Source: an optimization exercise on an open RTL-to-GDS flow (aim: small area, a short achievable clock period and few clock cycles per item). Production flows keep margins and buffers that such runs may drop.
Only simulation tests tie the RTL to the original design; equivalence was not proved.

== lane 1 ==
==> flow/design.v (excerpt) <==
module HitTest(
    input clk,
    input rst,
    input start,
    input rsel,
    input [15:0] x,
    input [15:0] y,
    input [15:0] notex,
    input [15:0] notey,
    input signed [15:0] indx,
    input signed [15:0] indy,
    output valJR,
    output valE,
    output valr,
    output valR,
    output reg ready
);
clock: 10.0 ns
lec_check: 0
cap_margin: 20
core_margin: 2
core_utilization: 60
setup_slack_margin: 2.5
slew_margin: 20
synth_hierarchical: 1
synth_minimum_keep_size: 0
standard.sh (not shown) runs the stock make flow with config.mk's settings and CLKGATE_MAP_FILE= SYNTH_SCRIPT=/design/flow/synth_recipe.tcl, a recipe that flattens the netlist after the stock synthesis.
==> flow/flow/run.sh <==
#!/bin/bash
set -euo pipefail
B="BUFFER_PORTS_ARGS=-buffer_cell sky130_fd_sc_hd__buf_1"
R=orfs/results/sky130hd/HitTest/base
bash standard.sh "$B" floorplan > standard_floorplan.log 2>&1
cat > upsize.tcl <<EOT
read_liberty $FLOW_HOME/platforms/sky130hd/lib/sky130_fd_sc_hd__tt_025C_1v80.lib
read_db $R/2_floorplan.odb
set n 0
foreach inst [[ord::get_db_block] getInsts] {
  set name [\$inst getName]
  if {[[\$inst getMaster] getName] eq "sky130_fd_sc_hd__dfxtp_1" && [string match {n[ab][xy]*} \$name]} {
    replace_cell \$name sky130_fd_sc_hd__dfxtp_2
    incr n
  }
}
puts "upsized \$n registers"
write_db $R/2_floorplan.odb
EOT
openroad -no_init -exit upsize.tcl > upsize.log 2>&1
bash standard.sh "$B" finish > standard_finish.log 2>&1
Testbench counts of lane 1, summed over its fixed seeds: cycles 16,000, items 16,000.
Inputs modified between lane 1 and lane 2:
Settings: ABC_AREA newly set to 1; SETUP_SLACK_MARGIN changed from 2.5 to 3.3.
-- flow/flow/run.sh --
<<< lane 1, line 12
  if {[[\$inst getMaster] getName] eq "sky130_fd_sc_hd__dfxtp_1" && [string match {n[ab][xy]*} \$name]} {
    replace_cell \$name sky130_fd_sc_hd__dfxtp_2
    incr n
>>> lane 2, line 12
  if {[[\$inst getMaster] getName] eq "sky130_fd_sc_hd__dfxtp_1" && [string match {n[ab][xy]*} \$name]} {
    replace_cell \$name sky130_fd_sc_hd__dfxtp_4
    incr n
<<< lane 1, line 20
openroad -no_init -exit upsize.tcl > upsize.log 2>&1
bash standard.sh "$B" finish > standard_finish.log 2>&1
>>> lane 2, line 20
openroad -no_init -exit upsize.tcl > upsize.log 2>&1
bash standard.sh "$B" SETUP_MOVE_SEQUENCE=sizeup,swap finish > standard_finish.log 2>&1
## What came out
Looking at total non-filler cell area in the finished layout across lane 2 and lane 1, the one that comes out lower is lane 1.
In terms of proportion of cell area occupied by registers, lane 1 and lane 2 differ only marginally.
Xor and xnor fraction of the mapped netlist area was higher in lane 1 than in lane 2.
| post-synthesis compound-gate area fraction | lane 2 vs lane 1 | 1.7 points lower |
Between lane 2 and lane 1, the starting density of the core does not differ in any meaningful way.
Between lane 1 and lane 2, final clock period utilization by the worst path decreased.
| maximum fanout count along the critical path | lower: lane 2 |
Against lane 1, minimum period implied by the final worst setup slack in lane 2 came out better.
Comparing lane 2 and lane 1, the higher post-synth design cell area was measured on lane 2.
Setup changes, lane 2 to lane 3
Settings: changing SETUP_SLACK_MARGIN from 3.3 to 2.5; changing CORE_UTILIZATION from 60 to 70; removing ABC_AREA (formerly 1).
-- flow/flow/run.sh --
<<< lane 2, line 20
openroad -no_init -exit upsize.tcl > upsize.log 2>&1
bash standard.sh "$B" SETUP_MOVE_SEQUENCE=sizeup,swap finish > standard_finish.log 2>&1
>>> lane 3, line 20
openroad -no_init -exit upsize.tcl > upsize.log 2>&1
bash standard.sh "$B" finish > standard_finish.log 2>&1
Findings:
- Lane 3 against lane 2: overall die area went down; maximum frequency went down.
- Looking at cell with the largest stage delay on the worst path, the sky130_fd_sc_hd__fa_2 result is from lane 2; the sky130_fd_sc_hd__fa_1 one comes from lane 3.
- STATUS placeable core area: lane 3 wins against lane 2
- Looking at timing startpoint of the critical path, the nax[2] result is from lane 3; the nax[7] one comes from lane 2.
- The first-pass GRT wire length in lane 3 sits 11% below the value recorded for lane 2.
- Lane 3 vs lane 2 on row count: lane 3 is the lower one.
- Summary of lane 3 over lane 2: worst setup slack saw a decrease, count of fill cells added during filler insertion shows a reduction of 1151, synthesized cell count went down.
Input-level comparison between lane 4 and lane 3:
Settings: CORE_UTILIZATION changed from 70 to 60; SETUP_SLACK_MARGIN changed from 2.5 to 3.3.
-- flow/flow/run.sh --
<<< lane 3, line 20
openroad -no_init -exit upsize.tcl > upsize.log 2>&1
bash standard.sh "$B" finish > standard_finish.log 2>&1
>>> lane 4, line 20
openroad -no_init -exit upsize.tcl > upsize.log 2>&1
bash standard.sh "$B" SETUP_MOVE_SEQUENCE=sizeup,swap \
  "CTS_ARGS=-sink_clustering_enable -repair_clock_nets -sink_clustering_size 40 -sink_clustering_max_diameter 400 -distance_between_buffers 400 -branching_point_buffers_distance 400" \
  finish > standard_finish.log 2>&1
[summary]
Relative to lane 3, lane 4 improves worst-case setup margin in the final layout. Lane 3 ended up with sky130_fd_sc_hd__fa_1 as its critical-path cell with the highest stage delay; lane 4 ended up with sky130_fd_sc_hd__fa_2. Summary: wire length of the first global-routing pass, lane 4 worse than lane 3. The critical path startpoint comes out nax[8] in one run and nax[2] in the other, namely in lane 4 and lane 3 respectively. Lane 3 → lane 4: area growth from synthesis to layout +0.80 points; register fraction of the total cell area ~0 delta; post-synthesis net count ~0 delta.
diff inputs: lane 4 => lane 5
-- flow/flow/run.sh --
<<< lane 4, line 20
openroad -no_init -exit upsize.tcl > upsize.log 2>&1
bash standard.sh "$B" SETUP_MOVE_SEQUENCE=sizeup,swap \
  "CTS_ARGS=-sink_clustering_enable -repair_clock_nets -sink_clustering_size 40 -sink_clustering_max_diameter 400 -distance_between_buffers 400 -branching_point_buffers_distance 400" \
  finish > standard_finish.log 2>&1
>>> lane 5, line 20
openroad -no_init -exit upsize.tcl > upsize.log 2>&1
bash standard.sh "$B" finish > standard_finish.log 2>&1
Notes after the runs:
Lane 5 went all the way through synthesis, placement and routing and the layout is clean on timing, DRC and antenna.
Lane 4 went all the way through the flow, and no timing, DRC or antenna check failed.
Lane 5 vs. lane 4: global-route wire length before repair now sits higher.
Looking at lane 4 and lane 5, the area of combinational cells with multiple inputs is a wash.
Lower post-route standard cell area excluding fillers among lane 4 and lane 5: lane 4
Relative to lane 4, post-CTS resize count decreased by about 8% in lane 5.
Side by side, setup slack turned out higher in lane 5 than in lane 4.
Looking at slowest cell on the critical path, the sky130_fd_sc_hd__fa_1 result is from lane 5; the sky130_fd_sc_hd__fa_2 one comes from lane 4.

==> separate check: timing with driven ports <==
The results above use ideal ports. As a check the final layouts listed here were re-extracted and re-timed, cells and wires unchanged. Step 1: set_driving_cell puts a clkbuf_16 on clk and a buf_2 on each other input, an assumption about the parent block. Step 2, shift: input delay + t, output delay - t, t = (earliest + latest rising clock arrival at the registers) / 2. This alone moves slack from input paths to output paths. a / b / c = ideal / step 1 / step 2; a / b = the first two.
| run | t (ns) | setup slack, ns | worst setup path at the end | latest minus earliest clock arrival (ns) | cell pins on the clock port's net |
|---|---|---|---|---|---|
| lane 1 | 0.382 | 2.731 / 2.688 / 3.069 | register to output | 0.004 / 0.003 | 1 |
| lane 2 | 0.390 | 3.240 / 3.191 / 3.581 | register to output | 0.012 / 0.012 | 1 |
| lane 3 | 0.369 | 2.980 / 2.944 / 3.313 | register to output | 0.011 / 0.010 | 1 |
| lane 4 | 0.390 | 3.106 / 3.057 / 3.447 | register to output | 0.010 / 0.010 | 1 |
| lane 5 | 0.391 | 3.123 / 3.076 / 3.467 | register to output | 0.012 / 0.012 | 1 |
After both steps setup and hold are still met in every run listed.
